This design comes from an exercise in tuning for small area and a short achievable clock period on the open sky130 flow, not from production work.
Only simulation tests tie the RTL to the original design; equivalence was not proved.
No activity file was given, so power comes from the tool's default toggle rates.

### design/flow/run.sh
#!/bin/bash
# synth_recipe.tcl (not shown) runs the flow's synth.tcl, then flattens the netlist and writes it again
# the make line also repeats each setting of config.mk as NAME=value (left out here)
make -C /OpenROAD-flow-scripts/flow DESIGN_CONFIG=/design/flow/config.mk WORK_HOME=/design/flow/orfs CLKGATE_MAP_FILE= SYNTH_SCRIPT=/design/flow/synth_recipe.tcl finish
### design/flow/config.mk
export PLATFORM = sky130hd
export DESIGN_NAME = MyFloatAccum
export DESIGN_NICKNAME = MyFloatAccum
export VERILOG_FILES = /design/flow/design.v
export SDC_FILE = /design/flow/constraint.sdc
export NUM_CORES = 4
export LEC_CHECK = 0
export CAP_MARGIN = 20
export CORE_MARGIN = 2
export CORE_UTILIZATION = 55
export SLEW_MARGIN = 20
### design/flow/constraint.sdc
create_clock -name core_clock -period 12.0 [get_ports {clk}]
set_input_delay 2.4000 -clock core_clock [delete_from_list [all_inputs] [get_ports {clk}]]
set_output_delay 2.4000 -clock core_clock [all_outputs]
set_load 0.01 [all_outputs]
### design/flow/design.v
`timescale 1ns / 1ps
module clz #(
   parameter LOG_W = 8
) (
   input  [(1<<LOG_W)-1:0] data_i,
   output                  valid_o,
   output [   LOG_W-1:0]   pos_o
);
   localparam W = 1 << LOG_W;
   wire [W-1:0] v[0:LOG_W];
   wire [W*LOG_W-1:0] p[0:LOG_W];
   assign v[0] = data_i;
   assign p[0] = 0;
   genvar l, g;
   generate
      for (l = 1; l <= LOG_W; l = l + 1) begin : lvl
         for (g = 0; g < (W >> l); g = g + 1) begin : grp
            wire vh = v[l-1][2*g+1];
            wire vl = v[l-1][2*g];
            wire [LOG_W-1:0] ph = p[l-1][(2*g+1)*LOG_W+:LOG_W];
            wire [LOG_W-1:0] pl = p[l-1][(2*g)*LOG_W+:LOG_W];
            assign v[l][g] = vh | vl;
            assign p[l][g*LOG_W+:LOG_W] = vh ? (ph | (1 << (l - 1))) : pl;
         end
         assign v[l][W-1:(W>>l)] = 0;
         assign p[l][W*LOG_W-1:(W>>l)*LOG_W] = 0;
      end
   endgenerate
   assign valid_o = v[LOG_W][0];
   assign pos_o   = p[LOG_W][LOG_W-1:0];
endmodule
module ctz #(
   parameter LOG_W = 9
) (
   input  [(1<<LOG_W)-1:0] data_i,
   output                  valid_o,
   output [   LOG_W-1:0]   pos_o
);
   localparam W = 1 << LOG_W;
   wire [W-1:0] v[0:LOG_W];
   wire [W*LOG_W-1:0] p[0:LOG_W];
   assign v[0] = data_i;
   assign p[0] = 0;
   genvar l, g;
   generate
      for (l = 1; l <= LOG_W; l = l + 1) begin : lvl
         for (g = 0; g < (W >> l); g = g + 1) begin : grp
            wire vh = v[l-1][2*g+1];
            wire vl = v[l-1][2*g];
            wire [LOG_W-1:0] ph = p[l-1][(2*g+1)*LOG_W+:LOG_W];
            wire [LOG_W-1:0] pl = p[l-1][(2*g)*LOG_W+:LOG_W];
            assign v[l][g] = vh | vl;
            assign p[l][g*LOG_W+:LOG_W] = vl ? pl : (ph | (1 << (l - 1)));
         end
         assign v[l][W-1:(W>>l)] = 0;
         assign p[l][W*LOG_W-1:(W>>l)*LOG_W] = 0;
      end
   endgenerate
   assign valid_o = v[LOG_W][0];
   assign pos_o   = p[LOG_W][LOG_W-1:0];
endmodule
`timescale 1ns / 1ps
module FloatToLargeInteger (
   input  [31:0] in_i,
   output [55:0] win_o,
   output [ 2:0] seg_o
);
   wire [ 7:0] exponent = in_i[30:23];
   wire [23:0] mantissa = {(|exponent), in_i[22:0]};
   wire        sign     = in_i[31];
   wire [24:0] smant    = sign ? -{1'b0, mantissa} : {1'b0, mantissa};
   assign win_o = {{31{smant[24]}}, smant} << exponent[4:0];
   assign seg_o = exponent[7:5];
endmodule   
module FloatToLargeIntegerPlace (
   input      [ 55:0] win_i,
   input      [  2:0] seg_i,
   output reg [278:0] out_o
);
   wire        fill = win_i[55];
   reg  [ 7:0] sel;
   integer j, k;
   always @* begin
      for (k = 0; k < 8; k = k + 1) sel[k] = (seg_i == k);
      for (j = 0; j < 279; j = j + 1) begin
         out_o[j] = 1'b0;
         for (k = 0; k < 8; k = k + 1) begin
            if (j >= 32 * k && j < 32 * k + 56) out_o[j] = out_o[j] | (sel[k] & win_i[j-32*k]);
            else if (j >= 32 * k + 56) out_o[j] = out_o[j] | (sel[k] & fill);
         end
      end
   end
endmodule   
`timescale 1ns / 1ps
/*verilator lint_off WIDTH*/
module MyFloatAccum #(
   parameter DATA_W   = 32,
   parameter STRIDE_W = 16,
   parameter DELAY_W  = 7
) (
   input clk,
   input rst,
   input run,
   input running,
   input [STRIDE_W-1:0] strideMinusOne,
   input [DATA_W-1:0] in0,
   (* versat_latency = 4 *) output reg [31:0] out0,
   input [DELAY_W-1:0] delay0
);
   localparam CNT_W = (STRIDE_W > DELAY_W) ? STRIDE_W : DELAY_W;
   reg [CNT_W-1:0] delay;
   always @(posedge clk, posedge rst) begin
      if (rst) begin
         delay <= 0;
      end else if (run) begin
         delay <= delay0;
      end else if (|delay) begin
         delay <= delay - 1;
      end else begin
         delay <= strideMinusOne;
      end
   end
   wire [55:0] win0;
   wire [ 2:0] seg0;
   FloatToLargeInteger conv (
      .in_i (in0),
      .win_o(win0),
      .seg_o(seg0)
   );
   reg  [55:0] win0_reg;
   reg  [ 2:0] seg0_reg;
   reg         doAccum_2;
   always @(posedge clk, posedge rst) begin
      if (rst) begin
         doAccum_2 <= 0;
         win0_reg  <= 0;
         seg0_reg  <= 0;
      end else if (running) begin
         doAccum_2 <= (delay == 0);
         win0_reg  <= win0;
         seg0_reg  <= seg0;
      end
   end
   wire [278:0] addend;
   FloatToLargeIntegerPlace place (
      .win_i(win0_reg),
      .seg_i(seg0_reg),
      .out_o(addend)
   );
   reg  [278:0] accum;
   wire [278:0] sum;
   add279 adder (
      .a_i ((doAccum_2 ? 279'd0 : accum)),
      .b_i (addend),
      .en_i(doAccum_2 | running),
      .y_o (sum)
   );
   always @(posedge clk, posedge rst) begin
      if (rst) begin
         accum <= 0;
      end else begin
         accum <= sum;
      end
   end
   wire         sign = accum[278];
   wire [278:0] y = accum ^ {279{sign}};
   wire         hiValid;
   wire [  7:0] hiPos;
   clz #(
      .LOG_W(8)
   ) countHi (
      .data_i (y[278:23]),
      .valid_o(hiValid),
      .pos_o  (hiPos)
   );
   reg  [  4:0] loPos;
   reg          loValid;
   integer i;
   always @* begin
      loPos   = 0;
      loValid = 0;
      for (i = 0; i < 23; i = i + 1) begin
         if (y[i]) begin
            loPos   = i;
            loValid = 1;
         end
      end
   end
   wire [277:0] sh0 = y[277:0];
   wire [149:0] sh7 = hiPos[7] ? sh0[128+:150] : sh0[0+:150];
   wire [ 85:0] sh6 = hiPos[6] ? sh7[64+:86] : sh7[0+:86];
   wire [ 53:0] sh5 = hiPos[5] ? sh6[32+:54] : sh6[0+:54];
   wire [  2:0] onesHi = {&sh0[127:0], &sh7[63:0], &sh6[31:0]};
   wire         carryHi = sign & (&(onesHi | ~hiPos[7:5]));
   wire [ 22:0] yLo = y[22:0];
   wire         carryLo = sign & ~|(yLo & (yLo + 23'd1));
   wire [  7:0] expo = hiValid ? hiPos : loValid ? (8'd233 + loPos) : sign ? 8'd232 : 8'd0;
   reg          sign_reg;
   reg          small_reg;
   reg          carry_reg;
   reg  [  7:0] expo_reg;
   reg  [ 53:0] sh5_reg;
   always @(posedge clk, posedge rst) begin
      if (rst) begin
         sign_reg  <= 0;
         small_reg <= 0;
         carry_reg <= 0;
         expo_reg  <= 0;
         sh5_reg   <= 0;
      end else if (running) begin
         sign_reg  <= sign;
         small_reg <= ~hiValid;
         carry_reg <= hiValid ? carryHi : carryLo;
         expo_reg  <= expo;
         sh5_reg   <= sh5;
      end
   end
   wire [ 37:0] sh4 = expo_reg[4] ? sh5_reg[16+:38] : sh5_reg[0+:38];
   wire [ 29:0] sh3 = expo_reg[3] ? sh4[8+:30] : sh4[0+:30];
   wire [ 25:0] sh2 = expo_reg[2] ? sh3[4+:26] : sh3[0+:26];
   wire [ 23:0] sh1 = expo_reg[1] ? sh2[2+:24] : sh2[0+:24];
   wire [ 22:0] win = expo_reg[0] ? sh1[1+:23] : sh1[0+:23];
   wire [  4:0] onesLo = {&sh5_reg[15:0], &sh4[7:0], &sh3[3:0], &sh2[1:0], sh1[0]};
   wire         carry = carry_reg & (small_reg | (&(onesLo | ~expo_reg[4:0])));
   wire [ 23:0] mantSum = {1'b0, win} + carry;
   wire         expInc = small_reg ? carry : mantSum[23];
   always @(posedge clk, posedge rst) begin
      if (rst) begin
         out0 <= 0;
      end else if (running) begin
         out0 <= {sign_reg, expo_reg + expInc, small_reg ? 23'd0 : mantSum[22:0]};
      end
   end
endmodule
module add279 (
   input  [278:0] a_i,
   input  [278:0] b_i,
   input          en_i,
   output [278:0] y_o
);
   localparam N = 279;
   reg [N-1:0] g, p, G, P;
   integer i, l;
   always @* begin
      g = a_i & b_i;
      p = a_i ^ b_i;
      G = g;
      P = p;
      for (l = 0; l < 9; l = l + 1) begin
         for (i = 0; i < N; i = i + 1) begin
            if (i & (1 << l)) begin
               G[i] = G[i] | (P[i] & G[((i>>l)<<l)-1]);
               P[i] = P[i] & P[((i>>l)<<l)-1];
            end
         end
      end
   end
   assign y_o = a_i ^ ({N{en_i}} & (b_i ^ {G[N-2:0], 1'b0}));
endmodule
==> results_dict.tcl, run 1 <==
set metrics [dict create \
    synthTopCellsByArea "dfrtp_1, xnor2_1, ha_1" \
    p_total_w 0.0130 \
    seq_area_frac_synth 0.219 \
    max_freq_ghz 0.134 \
    synthCells 6684 \
    ioPinCount 91 \
    nFillCells 8597 \
    finalHoldViolCount 0 \
    synth_edf_count 0 \
    drt-vias-per-instance 6.93 \
    cts_num_sinks 452 \
    grt_pass1_vias 48000 \
    relSlewSlack 0.0750 \
    yosysTopAreaCell "dfrtp_1" \
    setup_tns_ps 0 \
    path_clk_slew_ps 60 \
    worstSetupEndpointType "flop" \
    tightest_slew_ps 1390 \
    grt.total_usage 0.462 \
    vdd_drop_max_v 0.000174 \
    syn_nets 7028 \
    startpoint "seg0_reg[2]" \
    hold_path.class "flop to flop" \
    synth_top_family_by_area "compound AO/OA/AOI/OAI gates" \
    core_area_sq_mm 0.0930 \
    place_worst_setup_slack_ps 5060 \
    worst-path-max-fanout 33 \
    maxSlewViolCount 0 \
    synthMuxAreaShare 0.0612 \
    avgSynthCellArea_sq_um 7.71 \
    avgRoutedWirePerCell_um 29.5 \
    drive_gt1_frac 0.0640 \
    min_period_ps 7450 \
    criticalPathCategory "flop to flop" \
    rsz0062_at_grt "no" \
    final_nets 6752 \
    grt_overflow 0 \
    outcome "no timing/DRC/antenna violations" \
    finalWorstSetupSlack_ps 4550 \
    p_per_area_mw_per_mm2 238 \
    synth_adder_area_share 0.0692 \
    min_from "out0[0]" \
    setup-violations-final 0 \
    holdWs_ps 483 \
    min_period_over_period 0.621 \
    ys_warn_count 4 \
    drc 0 \
    gp_congestion 1.08 \
    floorplan.initialDensity 0.554 \
    rows 112 \
    antenna_found_initial 21 \
    syn_area_sq_mm 0.0515 \
    synth_flop_cell "dfrtp_1" \
    synth_xor_area_frac 0.111 \
    die_w_um 310 \
    h-tree-depth 2 \
    cts_root_buf "clkbuf_16" \
    synth_top_area_share 0.219 \
    fin_cells 7728 \
    first_iter_violations 7716 \
    placed_cells 7604 \
    startpoint_type "flop" \
    wirelength_um 228000 \
    post-cts-setup-buffers 0 \
    num_vias 53600 \
    skew_ps 31.5 \
    maxCapViolations 0 \
    yosys.area_share.simple 0.218 \
    ys_ff_latch 452 \
    synth_cell_types 111 \
    synth_compound_area_frac 0.261 \
    grt_first_pass_wirelength_um 327000 \
    dieArea_sq_mm 0.0962 \
    dr.pass1.iters 7 \
    r2r-start "seg0_reg[2]" \
    antenna_left 0 \
    async_flop_share 1.00 \
    area_growth_pct 6.06 \
    cts_hold_buf 0 \
    grt_max_degree 163 \
    largest_reg_flops 279 \
    cp.required_ps 12570 \
    cellLeakagePower_nw 23.2 \
    insertion_delay_ps 700 \
    die_y_um 310 \
    cts_resized 0 \
    clockBufferDepth 3 \
    crit_arrival_ps 8010 \
    port_buffers 90 \
    cts_buffers 56 \
    cts_tree "done" \
    dp_hpwl_um 167000 \
]
[final timing paths]
check / depth (start not counted) / slack, ps / to
max: 22 / 4550 / accum[174]
min: 1 / 480 / out0[0]
max reg2reg: 22 / 4550 / accum[174]
min reg2reg: 1 / 480 / out0[0]
max in group asynchronous: 3 / 8280 / doAccum_2
min in group asynchronous: 2 / 2200 / accum[7]
[metrics by stage]
stage                     area [sq um]   util
after CTS                        54600  0.587
after global placement           52700  0.567
final                            54700  0.587
after floorplan                  51500      -
after global routing             54600  0.587
after detailed placement         52700  0.567
[cell usage in the layout, fill, tap and decap left out, types with 29 or more instances in the layout]
| cell | netlist | layout |
|---|---|---|
| a211oi_1 | 42 | 42 |
| a21boi_0 | 32 | 32 |
| a21o_1 | 156 | 156 |
| a21oi_1 | 471 | 471 |
| a221o_1 | 120 | 120 |
| a221oi_1 | 77 | 77 |
| a22o_1 | 31 | 31 |
| a31oi_1 | 80 | 80 |
| and2_1 | 72 | 72 |
| and3_1 | 60 | 58 |
| and4_1 | 29 | 29 |
| buf_4 | 16 | 90 |
| clkbuf_16 | 0 | 56 |
| clkdlybuf4s50_1 | 0 | 87 |
| dfrtp_1 | 452 | 445 |
| ha_1 | 285 | 285 |
| inv_1 | 244 | 241 |
| mux2_2 | 60 | 60 |
| mux2i_1 | 165 | 165 |
| mux4_2 | 35 | 35 |
| nand2_1 | 599 | 598 |
| nand2b_1 | 33 | 33 |
| nand3_1 | 192 | 191 |
| nand4_1 | 123 | 123 |
| nor2_1 | 576 | 574 |
| nor2b_1 | 222 | 219 |
| nor3_1 | 142 | 142 |
| nor4_1 | 59 | 59 |
| o211ai_1 | 71 | 71 |
| o21a_1 | 60 | 59 |
| o21ai_0 | 357 | 357 |
| o21bai_1 | 56 | 56 |
| o22ai_1 | 54 | 54 |
| o2bb2ai_1 | 40 | 40 |
| o31ai_1 | 33 | 33 |
| or2_2 | 41 | 41 |
| or3_1 | 53 | 53 |
| or4_1 | 40 | 40 |
| xnor2_1 | 448 | 448 |
| xor2_1 | 204 | 204 |
[critical path, stage by stage, from the launching register on]
cell       delay [ps]
dfrtp_1           510
nor2b_2           150
buf_4             390
nor2b_2           220
buf_4             380
a21o_1            130
buf_4             430
a21oi_1           200
inv_1             110
ha_1              160
nand4_1           290
nor3_1            710
a221oi_1          210
o21ai_0           260
a211oi_2          170
o221ai_1          900
o2111ai_1         540
a21boi_1          600
o211ai_1          190
a21boi_0          260
o21a_1            140
o21ai_0           110
xnor2_1           180
[routing by layer]
| metal | track usage | share of wire | vias to the layer above |
|---|---|---|---|
| met1 | 0.585 | 0.38 | 25600 |
| li1 | - | - | 23800 |
| met4 | 0.303 | 0.076 | 29 |
| met3 | 0.157 | 0.13 | 755 |
| met2 | 0.665 | 0.41 | 3329 |
| met5 | 0.0106 | 0.0014 | - |
[Yosys cell counts (35+ instances only)]
master and instances:
inv_1 244, a221oi_1 77, a21oi_1 471, mux2i_1 165, a211oi_1 42, mux4_2 35
o21ai_0 357, nor2_1 576, nor4_1 59, o21bai_1 56, nand2_1 599, or3_1 53
nor3_1 142, o2bb2ai_1 40, ha_1 285, xor2_1 204, dfrtp_1 452, o21a_1 60
nand3_1 192, nor2b_1 222, xnor2_1 448, a21o_1 156, or4_1 40, mux2_2 60
buf_2 67, o22ai_1 54, and2_1 72, buf_1 78, or2_2 41, a31oi_1 80
clkbuf_1 346, a221o_1 120, nand4_1 123, and3_1 60, o211ai_1 71
[kinds of logic (layout without fill, tap and decap cells)]
logic type      count (synthesis)  count (layout)
compound gates               1970            1970
other cells                     0              22
xor+xnor                      652             652
simple gates                 2292            2292
flops                         452             452
mux                           263             263
buf+inv                       770             538
fa+ha+maj                     285             285
[where the power goes]
part / switching (W) / internal [W]
combinational: 0.00461 / 0.00294
sequential: 0.00154 / 0.00208
clock: 0.000784 / 0.00105
[final cells by class]
type / count / area, sq um / share of cell area
antenna: 22 / 55.1 / 0.00101
clock inverter: 25 / 338 / 0.00618
timing repair buffer: 186 / 1690 / 0.0309
multi-input combinational: 5462 / 37200 / 0.680
tap: 1254 / 1570 / 0.0287
clock buffer: 77 / 1550 / 0.0284
inverter: 250 / 945 / 0.0173
sequential: 452 / 11300 / 0.207
==> run 2, diff against run 1 <==
--- a/design/flow/design.v
+++ b/design/flow/design.v
@@ -63,31 +63,49 @@
 module FloatToLargeInteger (
    input  [31:0] in_i,
    output [55:0] win_o,
-   output [ 2:0] seg_o
+   output [ 7:0] selLo_o,
+   output [ 8:1] selHi_o,
+   output [ 8:2] selFill_o
 );
    wire [ 7:0] exponent = in_i[30:23];
    wire [23:0] mantissa = {(|exponent), in_i[22:0]};
    wire        sign     = in_i[31];
    wire [24:0] smant    = sign ? -{1'b0, mantissa} : {1'b0, mantissa};
-   assign win_o = {{31{smant[24]}}, smant} << exponent[4:0];
-   assign seg_o = exponent[7:5];
+   wire        fill     = smant[24];
+   wire [ 2:0] seg      = exponent[7:5];
+   assign win_o = {{31{fill}}, smant} << exponent[4:0];
+   genvar m;
+   generate
+      for (m = 0; m <= 8; m = m + 1) begin : gen_sel
+         if (m <= 7) begin : gen_lo
+            assign selLo_o[m] = (seg == m);
+         end
+         if (m >= 1) begin : gen_hi
+            assign selHi_o[m] = (seg == m - 1);
+         end
+         if (m >= 2) begin : gen_fill
+            assign selFill_o[m] = fill & (seg < m - 1);
+         end
+      end
+   endgenerate
 endmodule   
 module FloatToLargeIntegerPlace (
    input      [ 55:0] win_i,
-   input      [  2:0] seg_i,
+   input      [  7:0] selLo_i,
+   input      [  8:1] selHi_i,
+   input      [  8:2] selFill_i,
    output reg [278:0] out_o
 );
-   wire        fill = win_i[55];
-   reg  [ 7:0] sel;
-   integer j, k;
+   wire [63:0] winx = {{8{win_i[55]}}, win_i};
+   integer j, m, t;
    always @* begin
-      for (k = 0; k < 8; k = k + 1) sel[k] = (seg_i == k);
       for (j = 0; j < 279; j = j + 1) begin
+         m = j / 32;
+         t = j % 32;
          out_o[j] = 1'b0;
-         for (k = 0; k < 8; k = k + 1) begin
-            if (j >= 32 * k && j < 32 * k + 56) out_o[j] = out_o[j] | (sel[k] & win_i[j-32*k]);
-            else if (j >= 32 * k + 56) out_o[j] = out_o[j] | (sel[k] & fill);
-         end
+         if (m <= 7) out_o[j] = out_o[j] | (selLo_i[m] & winx[t]);
+         if (m >= 1) out_o[j] = out_o[j] | (selHi_i[m] & winx[32+t]);
+         if (m >= 2) out_o[j] = out_o[j] | selFill_i[m];
       end
    end
 endmodule   
@@ -121,46 +139,62 @@
       end
    end
    wire [55:0] win0;
-   wire [ 2:0] seg0;
+   wire [ 7:0] selLo;
+   wire [ 8:1] selHi;
+   wire [ 8:2] selFill;
    FloatToLargeInteger conv (
-      .in_i (in0),
-      .win_o(win0),
-      .seg_o(seg0)
+      .in_i     (in0),
+      .win_o    (win0),
+      .selLo_o  (selLo),
+      .selHi_o  (selHi),
+      .selFill_o(selFill)
    );
    reg  [55:0] win0_reg;
-   reg  [ 2:0] seg0_reg;
+   reg  [ 7:0] selLo_reg;
+   reg  [ 8:1] selHi_reg;
+   reg  [ 8:2] selFill_reg;
    reg         doAccum_2;
    always @(posedge clk, posedge rst) begin
       if (rst) begin
-         doAccum_2 <= 0;
-         win0_reg  <= 0;
-         seg0_reg  <= 0;
+         doAccum_2   <= 0;
+         win0_reg    <= 0;
+         selLo_reg   <= 0;
+         selHi_reg   <= 0;
+         selFill_reg <= 0;
       end else if (running) begin
-         doAccum_2 <= (delay == 0);
-         win0_reg  <= win0;
-         seg0_reg  <= seg0;
+         doAccum_2   <= (delay == 0);
+         win0_reg    <= win0;
+         selLo_reg   <= selLo;
+         selHi_reg   <= selHi;
+         selFill_reg <= selFill;
       end
    end
    wire [278:0] addend;
    FloatToLargeIntegerPlace place (
-      .win_i(win0_reg),
-      .seg_i(seg0_reg),
-      .out_o(addend)
-   );
+      .win_i    (win0_reg),
+      .selLo_i  (selLo_reg),
+      .selHi_i  (selHi_reg),
+      .selFill_i(selFill_reg),
+      .out_o    (addend)
+   );
+   reg          accumZero;
+   always @(posedge clk, posedge rst) begin
+      if (rst) begin
+         accumZero <= 1'b1;
+      end else begin
+         accumZero <= 1'b0;
+      end
+   end
    reg  [278:0] accum;
    wire [278:0] sum;
    add279 adder (
-      .a_i ((doAccum_2 ? 279'd0 : accum)),
+      .a_i (((doAccum_2 | accumZero) ? 279'd0 : accum)),
       .b_i (addend),
       .en_i(doAccum_2 | running),
       .y_o (sum)
    );
-   always @(posedge clk, posedge rst) begin
-      if (rst) begin
-         accum <= 0;
-      end else begin
-         accum <= sum;
-      end
+   always @(posedge clk) begin
+      accum <= sum;
    end
    wire         sign = accum[278];
    wire [278:0] y = accum ^ {279{sign}};
@@ -208,10 +242,10 @@
          expo_reg  <= 0;
          sh5_reg   <= 0;
       end else if (running) begin
-         sign_reg  <= sign;
-         small_reg <= ~hiValid;
-         carry_reg <= hiValid ? carryHi : carryLo;
-         expo_reg  <= expo;
+         sign_reg  <= sign & ~accumZero;
+         small_reg <= ~hiValid | accumZero;
+         carry_reg <= (hiValid ? carryHi : carryLo) & ~accumZero;
+         expo_reg  <= accumZero ? 8'd0 : expo;
          sh5_reg   <= sh5;
       end
    end
--- a/design/flow/config.mk
+++ b/design/flow/config.mk
@@ -8,4 +8,5 @@
 export CAP_MARGIN = 20
 export CORE_MARGIN = 2
 export CORE_UTILIZATION = 55
+export SETUP_SLACK_MARGIN = 5
 export SLEW_MARGIN = 20
==> results_dict.tcl, run 2 <==
set metrics [dict create \
    cts_tree "done" \
    antenna_found_initial 11 \
    synth_cell_types 96 \
    tightest_slew_ps 1350 \
    drt-vias-per-instance 7.00 \
    num_vias 54800 \
    synth_commonest_cells "nand2_1, a21oi_1, nor2_1" \
    critical-path-slowest-cell "dfxtp_4" \
    synth_top_family_by_area "compound AO/OA/AOI/OAI gates" \
    synthCells 6840 \
    hold_path.class "flop to flop" \
    seq_area_frac_synth 0.202 \
    holdWs_ps 476 \
    dp_hpwl_um 173000 \
    drc 0 \
    cts_root_buf "clkbuf_16" \
    placed_cell_area_sq_mm 0.0519 \
    setup-violations-final 0 \
    first_iter_violations 8271 \
    cts_num_sinks 465 \
    gp_congestion 1.15 \
    cp.required_ps 12580 \
    finalWorstSetupSlack_ps 5120 \
    area_growth_pct 6.82 \
    total_switching_power_w 0.00452 \
    synth_edf_count 0 \
    crit_family "simple AND/OR/NAND/NOR gates" \
    antenna_left 0 \
    rsz0062_at_grt "yes" \
    yosys.area_share.simple 0.239 \
    path_clk_slew_ps 80 \
    dieArea_sq_mm 0.0946 \
    final_nets 6934 \
    place_worst_setup_slack_ps 5170 \
    yosysTopAreaCell "dfxtp_1" \
    final_cell_area_sq_mm 0.0541 \
    ioPinCount 91 \
    synth_xor_area_frac 0.113 \
    startpoint_type "flop" \
    die_y_um 307 \
    skew_ps 53.1 \
    drive_gt1_frac 0.0575 \
    min_period_ps 6880 \
    p_int_w 0.00477 \
    syn_nets 7184 \
    synth_top_area_share 0.110 \
    layout_commonest_cell "nand2_1" \
    worstSetupEndpointType "flop" \
    grt.total_usage 0.468 \
    ys_warn_count 4 \
    port_buffers 90 \
    crit_path_max_incr_delay_ps 910 \
    relSlewSlack 0.0994 \
    rows 111 \
    vdd_drop_max_v 0.000126 \
    criticalPathCategory "flop to flop" \
    p_per_area_mw_per_mm2 172 \
    cts_buffers 58 \
    cp_cell_sequence "buf_4 > nand2_1 > o22ai_1 > nand4_2 > nor4_4 > buf_4 > and2_4 > buf_6 > mux2i_1 > mux2i_1 > xnor2_1 > nor4_1 > nand4_1 > nor4_1 > a41oi_1 > o41ai_1" \
    ys_ff_latch 465 \
    worst-path-max-fanout 74 \
    crit_arrival_ps 7460 \
    max_freq_ghz 0.145 \
    finalHoldViolCount 0 \
    insertion_delay_ps 710 \
    grt_first_pass_wirelength_um 328000 \
    maxCapViolations 0 \
    avgRoutedWirePerCell_um 29.3 \
    largest_reg_flops 279 \
    synthTopCellsByArea "dfxtp_1, dfrtp_1, xnor2_1" \
    min_period_over_period 0.574 \
    wirelength_um 230000 \
    post-cts-setup-buffers 0 \
    h-tree-depth 2 \
    grt_max_degree 151 \
    avgSynthCellArea_sq_um 7.41 \
    grt_pass1_vias 48300 \
    outcome "no timing/DRC/antenna violations" \
    synth_compound_area_frac 0.256 \
    die_w_um 307 \
    final_cell_mix "nand2_1, a21oi_1, nor2_1, xnor2_1, o21ai_0" \
    setup_tns_ps 0 \
    dr.pass1.iters 7 \
    pwr-share-seq 0.305 \
    clockBufferDepth 3 \
    core_area_sq_mm 0.0915 \
    combPwrFrac 0.477 \
    maxSlewViolCount 0 \
    nFillCells 8631 \
    synth_adder_area_share 0.0704 \
    grt_overflow 0 \
    cts_hold_buf 0 \
    syn_area_sq_mm 0.0507 \
    p_total_w 0.00929 \
    async_flop_share 0.400 \
    crit_buf_inv 3 \
    synth.most_common_cell "nand2_1" \
    switching_share 0.486 \
    cellLeakagePower_nw 22.7 \
    synth_flop_cell "dfxtp_1" \
    floorplan.initialDensity 0.554 \
    synthMuxAreaShare 0.0609 \
    p_clk_frac 0.218 \
]
==> run 2: cell types whose count changed in the layout (fill, tap and decap cells not counted), moves of 29 or more <==
cell / before / now
nor2b_1: 219 / 40
dfrtp_1: 445 / 177
nor2_1: 574 / 525
o21ai_0: 357 / 328
nand2_1: 598 / 779
and2_1: 72 / 253
a21oi_1: 471 / 545
dfxtp_1: 0 / 278
nor4_1: 59 / 97
==> run 2: final timing paths <==
kind	slack, ps	depth (start not counted)	from	to
setup / recovery	5120	16	accum[278]	carry_reg
hold / removal	480	1	win0_reg[16]	win0_reg[16]
setup reg to reg	5120	16	accum[278]	carry_reg
hold reg to reg	480	1	win0_reg[16]	win0_reg[16]
max in group asynchronous	8170	4	rst	expo_reg[4]
min in group asynchronous	2360	3	rst	delay[12]
==> run 2: metrics by stage <==
| stage | cells | util |
|---|---|---|
| after floorplan | 6840 | - |
| after global placement | 7715 | 0.567 |
| after detailed placement | 7716 | 0.567 |
| after CTS | 7826 | 0.590 |
| after global routing | 7826 | 0.591 |
| final | 7839 | 0.591 |
==> run 2: worst reg2reg max path: stages, from the launching register on <==
cell     delay [ps]
dfxtp_4         910
buf_4           650
nand2_1         180
o22ai_1         360
nand4_2         320
nor4_4          400
buf_4           280
and2_4          660
buf_6           680
mux2i_1         430
mux2i_1         150
xnor2_1         170
nor4_1          430
nand4_1         140
nor4_1          420
a41oi_1         190
o41ai_1         400
==> run 2: what timing repair did <==
action / CTS / global route
setup endpoints to repair: 0 / 8
gates resized for setup: 0 / 7
hold endpoints to repair: 0 / 0
==> run 2: power by group through the flow <==
stage / registers (W) / logic, W / clock network [W]
after floorplan: 0.00218 / 0.00315 / 0
after global placement: 0.00277 / 0.00419 / 0
after detailed placement: 0.00277 / 0.00424 / 0
after CTS: 0.00274 / 0.00426 / 0.00202
after global routing: 0.00281 / 0.00470 / 0.00207
final: 0.00283 / 0.00443 / 0.00203
==> run 2: layer usage <==
metal	global-route usage	routed length, um	vias up
li1	-	-	24400
met1	0.619	89300	25800
met2	0.652	90200	3802
met3	0.142	32100	831
met4	0.307	18000	12
met5	0.0109	208	-
==> run 2: final cells by class <==
cell class	count	area (sq um)	share of cell area
Antenna cell	13	32.5	0.000601
Multi-Input combinational cell	5632	37500	0.693
Clock inverter	33	528	0.00976
Clock buffer	77	1600	0.0296
Sequential cell	465	10300	0.190
Timing Repair Buffer	208	1840	0.0340
Tap cell	1186	1480	0.0274
Inverter	225	851	0.0157
==> run 2: cells by family after synthesis <==
| logic type | Yosys count |
|---|---|
| flops | 465 |
| fa+ha+maj | 285 |
| mux | 263 |
| compound gates | 1932 |
| other cells | 1 |
| buf+inv | 743 |
| simple gates | 2500 |
| xor+xnor | 651 |
==> run 3, diff against run 2 <==
--- a/design/flow/config.mk
+++ b/design/flow/config.mk
@@ -8,5 +8,4 @@
 export CAP_MARGIN = 20
 export CORE_MARGIN = 2
 export CORE_UTILIZATION = 55
-export SETUP_SLACK_MARGIN = 5
 export SLEW_MARGIN = 20
==> results_dict.tcl, run 3 <==
set metrics [dict create \
    outcome "no timing/DRC/antenna violations" \
    r2r-start "doAccum_2" \
    cp_cell_sequence "nor2_4 > buf_4 > buf_4 > and2_1 > ha_1 > a211oi_1 > o211ai_1 > a21oi_1 > o21ai_0 > a211oi_1 > buf_4 > a2111o_1 > nand3_1 > a31oi_1 > o21ai_0 > a21boi_0 > a21o_1 > nand2_1 > a2111oi_0" \
    yosys.area_share.simple 0.239 \
    maxSlewViolCount 0 \
    ff_latch_area_sq_mm 0.0103 \
    synth_edf_count 0 \
    worstHoldEndpoint "win0_reg[23]" \
    cts_resized 0 \
    crit_path_max_incr_delay_ps 870 \
    ys_warn_count 4 \
    synthMuxAreaShare 0.0609 \
    final_nets 6936 \
    skew_ps 66.9 \
    grt_pass1_vias 48300 \
    drt-vias-per-instance 6.99 \
    die_w_um 307 \
    multiInputGateArea_sq_mm 0.0375 \
    r2r_end "accum[155]" \
    async_flop_share 0.400 \
    rsz0062_at_grt "no" \
    finalWorstSetupSlack_ps 4790 \
    cp.required_ps 12550 \
    layout_commonest_cell "nand2_1" \
    maxCapViolations 0 \
    avgRoutedWirePerCell_um 29.1 \
    cp.depth 19 \
    worst-path-max-fanout 56 \
    synth_top_family_by_area "compound AO/OA/AOI/OAI gates" \
    crit_family "compound AO/OA/AOI/OAI gates" \
    grt_first_pass_wirelength_um 328000 \
    floorplan.initialDensity 0.554 \
    min_from "win0_reg[23]" \
    cellLeakagePower_nw 22.7 \
    hold_path.class "flop to flop" \
    gp_congestion 1.12 \
    ys_ff_latch 465 \
    nFillCells 8538 \
    drc 0 \
    yosysTopAreaCell "dfxtp_1" \
    vdd_drop_max_v 0.000125 \
    finalHoldViolCount 0 \
    grt_overflow 0 \
    drive_gt1_frac 0.0570 \
    insertion_delay_ps 730 \
    synth_adder_area_share 0.0704 \
    ioPinCount 91 \
    port_buffers 90 \
    clockBufferDepth 3 \
    synthCells 6840 \
    dp_hpwl_um 173000 \
    hold_depth 1 \
    setup-violations-final 0 \
    crit_top_cell "buf_4" \
    rows 111 \
    startpoint_type "flop" \
    critical-path-slowest-cell "a31oi_1" \
    h-tree-depth 2 \
    cts_tree "done" \
    cts_hold_buf 0 \
    min_period_ps 7210 \
    syn_area_sq_mm 0.0507 \
    worstSetupEndpointType "flop" \
    antenna_found_initial 13 \
    tightest_slew_ps 1320 \
    area_growth_pct 6.40 \
    largest_reg_flops 279 \
    dr.pass1.iters 9 \
    synth_top_area_share 0.110 \
    core_area_sq_mm 0.0915 \
    max_freq_ghz 0.139 \
    path_clk_slew_ps 60 \
    num_vias 54800 \
    first_iter_violations 8108 \
    synth_compound_area_frac 0.256 \
    min_period_over_period 0.601 \
    avgSynthCellArea_sq_um 7.41 \
    criticalPathCategory "flop to flop" \
    setup_tns_ps 0 \
    wirelength_um 228000 \
    relSlewSlack 0.119 \
    r2r_slack_ps 4790 \
    crit_arrival_ps 7760 \
    cts_buffers 57 \
    synth.most_common_cell "nand2_1" \
    place_worst_setup_slack_ps 5230 \
    seq_area_frac_synth 0.202 \
    p_per_area_mw_per_mm2 169 \
    antenna_left 0 \
    crit_buf_inv 3 \
    post-cts-setup-buffers 0 \
    grt.total_usage 0.466 \
    synth_cell_types 96 \
    synth_xor_area_frac 0.113 \
    cts_root_buf "clkbuf_16" \
    syn_nets 7184 \
    dieArea_sq_mm 0.0946 \
    die_y_um 307 \
    synth_commonest_cells "nand2_1, a21oi_1, nor2_1" \
    reg2regPathDepth 19 \
    synth_flop_cell "dfxtp_1" \
    grt_max_degree 208 \
    cts_num_sinks 465 \
    synthTopCellsByArea "dfxtp_1, dfrtp_1, xnor2_1" \
    final_cell_mix "nand2_1, a21oi_1, nor2_1, xnor2_1, o21ai_0" \
]
## run 3: logic make-up after synthesis
family          Yosys count
compound gates         1932
xor+xnor                651
fa+ha+maj               285
buf+inv                 743
flops                   465
mux                     263
other cells               1
simple gates           2500
## run 3: metal layers
| metal | routed length (um) | GRT usage |
|---|---|---|
| met1 | 89500 | 0.629 |
| met2 | 89900 | 0.651 |
| met3 | 31300 | 0.128 |
| met4 | 17500 | 0.295 |
| met5 | 22 | 0 |
## run 3: how the worst max path moves through the flow
stage               slack [ps]    endpoint       from
finish                    4790  accum[155]  doAccum_2
global route              4730  accum[155]  doAccum_2
global placement          5450  accum[155]  doAccum_2
detailed placement        5230  accum[155]  doAccum_2
floorplan                 4540   carry_reg        rst
CTS                       5210  accum[155]  doAccum_2
## run 3: worst reg2reg max path, cell delays in order, from the launching register on
cell       delay, ps
dfrtp_1          450
nor2_4           420
buf_4            590
buf_4            570
and2_1           270
ha_1             280
a211oi_1         310
o211ai_1         140
a21oi_1          160
o21ai_0          170
a211oi_1         560
buf_4            240
a2111o_1         220
nand3_1          450
a31oi_1          880
o21ai_0          370
a21boi_0         470
a21o_1           140
nand2_1           50
a2111oi_0        360
## run 3: area by class of cell
cell class | instances | share of cell area
Antenna cell | 8 | 0.000371
Multi-Input combinational cell | 5632 | 0.696
Inverter | 225 | 0.0159
Tap cell | 1186 | 0.0275
Timing Repair Buffer | 211 | 0.0341
Clock inverter | 23 | 0.00578
Clock buffer | 81 | 0.0305
Sequential cell | 465 | 0.190
## run 3: metrics by stage
step                area [sq um]  hold WS [ps]   util  total power [W]  std cells
finish                     53900           483  0.589          0.00910       7831
global route               53900           502  0.589          0.00942       7823
CTS                        53900           483  0.589          0.00886       7823
detailed placement         51900           468  0.567          0.00699       7719
global placement           51900           466  0.567          0.00694       7719
floorplan                  50700           448      -          0.00533       6840
## run 3: where the power goes
part | internal [W] | switching [W] | leakage (nW)
Clock | 0.00108 | 0.000792 | 0.957
Sequential | 0.00191 | 0.000899 | 4.59
Combinational | 0.00166 | 0.00275 | 17.1
Total | 0.00465 | 0.00444 | 22.7

==> afterwards: timing with drivers on the ports <==
How much do the figures lean on ideal ports? The routed layouts below were timed once more, with nothing changed but the port constraints.
Step 1 sets driving cells, clkbuf_16 on the clock port and buf_2 on the other inputs (assumed; they add their load-dependent delay and slew).
Step 2 adds t to the input delays and takes it off the output delays; t is the mean of the earliest and latest rising clock arrival at the registers after step 1. Input paths then give back, and output paths get back, about the clock's delay inside the block.
a / b / c = ideal / step 1 / step 2; a / b = the first two.
run	t (ns)	slack for setup (ns)	slew at the worst register clock pin (ns)	worst slew at a driven data input, ns
run 1	0.754	4.553 / 4.553 / 4.553	0.07 / 0.07	0.07
run 2	0.760	5.118 / 5.118 / 5.118	0.08 / 0.08	0.04
run 3	0.776	4.787 / 4.787 / 4.787	0.07 / 0.07	0.06
After both steps setup and hold are still met in every run listed.
